Background: an optimization exercise with open tools, aiming at small area. Do not read the settings as production practice.
The RTL was checked by simulation tests, not by an equivalence proof against the original design.
No driver is modelled on the clock port, so clock power and skew are understated where the tree is cut down; a real chip needs a root buffer or a tree.
No activity file was given, so power comes from the tool's default toggle rates.

==> flow/design.v (excerpt) <==
module wifi_tx (
    input  wire clk,
    input  wire rst,         
    input  wire data_in,     
    output wire in_ready,
    output wire tx_bit
);
Size: ~160 cells after synthesis, about 63 flip-flops, about 1800 um^2 of cells after synthesis.
==> module Scrambler, before the edit <==
module Scrambler(input clk, input rst, input bit_in, output scramb_bit);
	reg [6:0] st;
	wire [6:0] state = st ^ 7'b0101010;
	wire feedback = state[6] ^ state[3];
	assign scramb_bit = bit_in ^ feedback;
	always @(posedge clk)
	begin
		st[0] <= ~rst & feedback;
		st[1] <= rst | ~st[0];
		st[2] <= ~rst & ~st[1];
		st[3] <= rst | ~st[2];
		st[4] <= ~rst & ~st[3];
		st[5] <= rst | ~st[4];
		st[6] <= rst | ~st[5];       
	end
endmodule
==> module Interleaver, before the edit <==
module Interleaver(input clk, input rst, input in_bit, input [1:0] q,
                   input [3:0] b, input valid, output reg out_bit,
                   output [13:0] hist);
    reg [15:0] d0;    
    always @(posedge clk) begin
        d0[0] <= ~rst & in_bit;
        d0[1] <= rst | ~d0[0];
        d0[2] <= ~rst & ~d0[1];
        d0[3] <= rst | ~d0[2];
        d0[4] <= ~rst & ~d0[3];
        d0[5] <= rst | ~d0[4];
        d0[6] <= ~rst & ~d0[5];
        d0[7] <= rst | ~d0[6];
        d0[8] <= ~rst & ~d0[7];
        d0[9] <= rst | ~d0[8];
        d0[10] <= ~rst & ~d0[9];
        d0[11] <= rst | ~d0[10];
        d0[12] <= ~rst & ~d0[11];
        d0[13] <= rst | ~d0[12];
        d0[15:14] <= d0[14:13];
    end
    assign hist = d0[13:0] ^ 14'h2aaa;
    wire sel_s8_1 = (!b[3]);
    reg [7:0] line_s8_1;
    wire out_s8_1 = sel_s8_1 ? d0[15] : line_s8_1[7];
    wire li_s8_1 = sel_s8_1 ? line_s8_1[7] : d0[15];
    always @(posedge clk)
        line_s8_1 <= {line_s8_1[6:0], li_s8_1};
    wire sel_s8_2 = (q == 2'd0 && !b[0] && !b[1] && !b[2]) || (q == 2'd0 && !b[0] && b[1] && b[2]) || (q == 2'd0 && b[0] && b[1] && !b[2]) || (q == 2'd1 && !b[0] && !b[1] && b[2]) || (q == 2'd1 && b[0] && !b[1] && !b[2]) || (q == 2'd1 && b[0] && b[1] && b[2]) || (q == 2'd2 && !b[0] && b[1] && !b[2]) || (q == 2'd2 && b[0] && !b[1] && b[2]);
    reg [7:0] line_s8_2;
    wire out_s8_2 = sel_s8_2 ? out_s8_1 : line_s8_2[7];
    wire li_s8_2 = sel_s8_2 ? line_s8_2[7] : out_s8_1;
    always @(posedge clk)
        line_s8_2 <= {line_s8_2[6:0], li_s8_2};
    wire sel_s4_1 = (!b[2]);
    reg [3:0] line_s4_1;
    wire out_s4_1 = sel_s4_1 ? out_s8_2 : line_s4_1[3];
    wire li_s4_1 = sel_s4_1 ? line_s4_1[3] : out_s8_2;
    always @(posedge clk)
        line_s4_1 <= {line_s4_1[2:0], li_s4_1};
    wire sel_s4_2 = (q == 2'd0 && !b[0] && !b[1]) || (q == 2'd0 && b[0] && b[1]) || (q == 2'd1 && b[0] && !b[1]) || (q == 2'd2 && !b[0] && b[1]);
    reg [3:0] line_s4_2;
    wire out_s4_2 = sel_s4_2 ? out_s4_1 : line_s4_2[3];
    wire li_s4_2 = sel_s4_2 ? line_s4_2[3] : out_s4_1;
    always @(posedge clk)
        line_s4_2 <= {line_s4_2[2:0], li_s4_2};
    wire sel_s2_1 = (!b[1]);
    reg [1:0] line_s2_1;
    wire out_s2_1 = sel_s2_1 ? out_s4_2 : line_s2_1[1];
    wire li_s2_1 = sel_s2_1 ? line_s2_1[1] : out_s4_2;
    always @(posedge clk)
        line_s2_1 <= {line_s2_1[0:0], li_s2_1};
    wire sel_s2_2 = (q == 2'd0 && !b[0]) || (q == 2'd1 && b[0]);
    reg [1:0] line_s2_2;
    wire out_s2_2 = sel_s2_2 ? out_s2_1 : line_s2_2[1];
    wire li_s2_2 = sel_s2_2 ? line_s2_2[1] : out_s2_1;
    always @(posedge clk)
        line_s2_2 <= {line_s2_2[0:0], li_s2_2};
    wire sel_s1_1 = (!b[0]);
    reg line_s1_1;
    wire out_s1_1 = sel_s1_1 ? out_s2_2 : line_s1_1;
    wire li_s1_1 = sel_s1_1 ? line_s1_1 : out_s2_2;
    always @(posedge clk)
        line_s1_1 <= li_s1_1;
    wire sel_s1_2 = (q == 2'd0);
    reg line_s1_2;
    wire out_s1_2 = sel_s1_2 ? out_s1_1 : line_s1_2;
    wire li_s1_2 = sel_s1_2 ? line_s1_2 : out_s1_1;
    always @(posedge clk)
        line_s1_2 <= li_s1_2;
    reg [1:0] d1;
    always @(posedge clk)
        d1 <= {d1[0:0], out_s1_2};
    always @(posedge clk, posedge rst)
        if (rst)
            out_bit <= 1'b0;
        else
            out_bit <= valid & ~d1[1];    
endmodule
==> module wifi_tx, before the edit <==
module wifi_tx (
    input  wire clk,
    input  wire rst,         
    input  wire data_in,     
    output wire in_ready,
    output wire tx_bit
);
    reg [1:0] q;
    reg [3:0] b;
    reg       valid;         
    always @(posedge clk) begin
        if (rst) begin
            q     <= 2'd0;
            b     <= 4'd0;
            valid <= 1'b0;
        end else begin
            q <= {q[0], ~(q[1] | q[0])};
            b <= {b[3] ^ (b[2] & b[1] & b[0]), b[2] ^ (b[1] & b[0]),
                  b[1] ^ b[0], ~b[0]};
            if (q[1] && b == 4'd15)      
                valid <= 1'b1;
        end
    end
    assign in_ready = ~b[0];
    wire scramb_bit;
    wire coded;
    wire [13:0] hist;
    Scrambler u_scr (
        .clk(clk), .rst(rst),
        .bit_in(data_in), .scramb_bit(scramb_bit)
    );
    encoder u_enc (
        .en(in_ready), .in_bit(scramb_bit), .hist(hist), .coded(coded)
    );
    Interleaver u_int (
        .clk(clk), .rst(rst), .in_bit(coded), .q(q), .b(b),
        .valid(valid), .out_bit(tx_bit), .hist(hist)
    );
endmodule
clock: 5.0 ns
lec_check: 0
cap_margin: 20
core_margin: 2
core_utilization: 40
slew_margin: 20
standard.sh (not shown) runs the stock make flow with config.mk's settings and CLKGATE_MAP_FILE= SYNTH_SCRIPT=/design/flow/synth_recipe.tcl, a recipe that flattens the netlist after the stock synthesis.
==> flow/flow/run.sh <==
#!/bin/bash
# The standard layout (standard.sh), with three changes:
# - synthesis: the standard flow's synthesis script, but ABC maps the logic for area with
#   area.abc (no buffering or upsizing there) instead of ORFS's ABC script
#   (see abc_hook.tcl);
# - clock tree: four clkbuf_8 driven straight from the clock port, each
#   driving a quarter of the clock pins (cts_single.tcl replaces ORFS's
#   clock_tree_synthesis);
# - ports: buffered with buf_1 rather than the buffer ORFS picks.
# The whole output of the standard flow goes to standard.log here; ORFS's
# per-step logs are under orfs/logs/.
set -euo pipefail
here=$(pwd)
{ head -n 1 synth_recipe.tcl; cat flow/abc_hook.tcl; tail -n +2 synth_recipe.tcl; } > synth_area.tcl
export WIFI_ABC_SCRIPT="$here/flow/area.abc"
export CTS_GROUPS=4
export CTS_CELL=sky130_fd_sc_hd__clkbuf_8
export PRE_CTS_TCL="$here/flow/cts_single.tcl"
export BUFFER_PORTS_ARGS="-buffer_cell sky130_fd_sc_hd__buf_1"
bash standard.sh SYNTH_SCRIPT="$here/synth_area.tcl" finish > "$here/standard.log" 2>&1
Other scripts of this flow, unchanged in this note and not shown: flow/flow/abc_hook.tcl, flow/flow/area.abc, flow/flow/cts_single.tcl
The starting point completed without violations.
Next try:
--- a/flow/design.v
+++ b/flow/design.v
@@ -1,17 +1,13 @@
 module Scrambler(input clk, input rst, input bit_in, output scramb_bit);
-	reg [6:0] st;
-	wire [6:0] state = st ^ 7'b0101010;
+	reg [6:0] state;
 	wire feedback = state[6] ^ state[3];
 	assign scramb_bit = bit_in ^ feedback;
-	always @(posedge clk)
+	always @(posedge clk, posedge rst)
 	begin
-		st[0] <= ~rst & feedback;
-		st[1] <= rst | ~st[0];
-		st[2] <= ~rst & ~st[1];
-		st[3] <= rst | ~st[2];
-		st[4] <= ~rst & ~st[3];
-		st[5] <= rst | ~st[4];
-		st[6] <= rst | ~st[5];       
+		if (rst)
+			state <= 7'b1000000;
+		else
+			state <= {state[5:0], feedback};
 	end
 endmodule
 module encoder(input en, input in_bit, input [13:0] hist, output coded);
@@ -22,25 +18,15 @@
 module Interleaver(input clk, input rst, input in_bit, input [1:0] q,
                    input [3:0] b, input valid, output reg out_bit,
                    output [13:0] hist);
-    reg [15:0] d0;    
-    always @(posedge clk) begin
-        d0[0] <= ~rst & in_bit;
-        d0[1] <= rst | ~d0[0];
-        d0[2] <= ~rst & ~d0[1];
-        d0[3] <= rst | ~d0[2];
-        d0[4] <= ~rst & ~d0[3];
-        d0[5] <= rst | ~d0[4];
-        d0[6] <= ~rst & ~d0[5];
-        d0[7] <= rst | ~d0[6];
-        d0[8] <= ~rst & ~d0[7];
-        d0[9] <= rst | ~d0[8];
-        d0[10] <= ~rst & ~d0[9];
-        d0[11] <= rst | ~d0[10];
-        d0[12] <= ~rst & ~d0[11];
-        d0[13] <= rst | ~d0[12];
+    reg [15:0] d0;
+    always @(posedge clk, posedge rst)
+        if (rst)
+            d0[13:0] <= 14'd0;
+        else
+            d0[13:0] <= {d0[12:0], in_bit};
+    always @(posedge clk)
         d0[15:14] <= d0[14:13];
-    end
-    assign hist = d0[13:0] ^ 14'h2aaa;
+    assign hist = d0[13:0];
     wire sel_s8_1 = (!b[3]);
     reg [7:0] line_s8_1;
     wire out_s8_1 = sel_s8_1 ? d0[15] : line_s8_1[7];
@@ -92,11 +78,8 @@
     reg [1:0] d1;
     always @(posedge clk)
         d1 <= {d1[0:0], out_s1_2};
-    always @(posedge clk, posedge rst)
-        if (rst)
-            out_bit <= 1'b0;
-        else
-            out_bit <= valid & ~d1[1];    
+    always @(posedge clk)
+        out_bit <= valid & d1[1];
 endmodule
 module wifi_tx (
     input  wire clk,
@@ -114,9 +97,8 @@
             b     <= 4'd0;
             valid <= 1'b0;
         end else begin
-            q <= {q[0], ~(q[1] | q[0])};
-            b <= {b[3] ^ (b[2] & b[1] & b[0]), b[2] ^ (b[1] & b[0]),
-                  b[1] ^ b[0], ~b[0]};
+            q <= q[1] ? 2'd0 : q + 2'd1;
+            b <= b + 4'd1;
             if (q[1] && b == 4'd15)      
                 valid <= 1'b1;
         end
After rerunning: The new run produced a clean layout; worst hold slack gets better by 0.0032 ns; global-route usage drops by 0.49 points; maximum frequency drops by 2.9%; area after synthesis climbs by 3.7%; setup slack gets worse by 0.10 ns; power climbs by about 40%; synthesized cell count drops by 12%; sequential share of layout area climbs by 2.9 points; sequential power climbs by about 30%; final cell count drops by about 9%; core utilization climbs by 0.58 points; clock skew barely changes; wire length drops by about 3%.
In every run of this note, the design's own scripts or RTL, not TritonCTS, make the clock network.

-- what the ideal ports hide --
How much do the figures lean on ideal ports? The routed layouts below were timed once more, with nothing changed but the port constraints. Step 1 sets driving cells, clkbuf_16 on the clock port and buf_2 on the other inputs (assumed; they add their load-dependent delay and slew). Step 2 also shifts input and output timing later by t, the mid clock arrival at the registers, as if the neighbouring blocks saw the same clock. a / b / c = ideal ports / drivers / drivers and shift; a / b = the first two.
run	t, ns	slack for setup (ns)	worst register clock-pin slew, ns	worst data-port slew with drivers (ns)
the first run	0.198	1.605 / 1.605 / 1.605	0.09 / 0.09	0.03
the second run	0.197	1.504 / 1.504 / 1.504	0.09 / 0.09	0.03
After both steps every run listed still meets setup and hold.
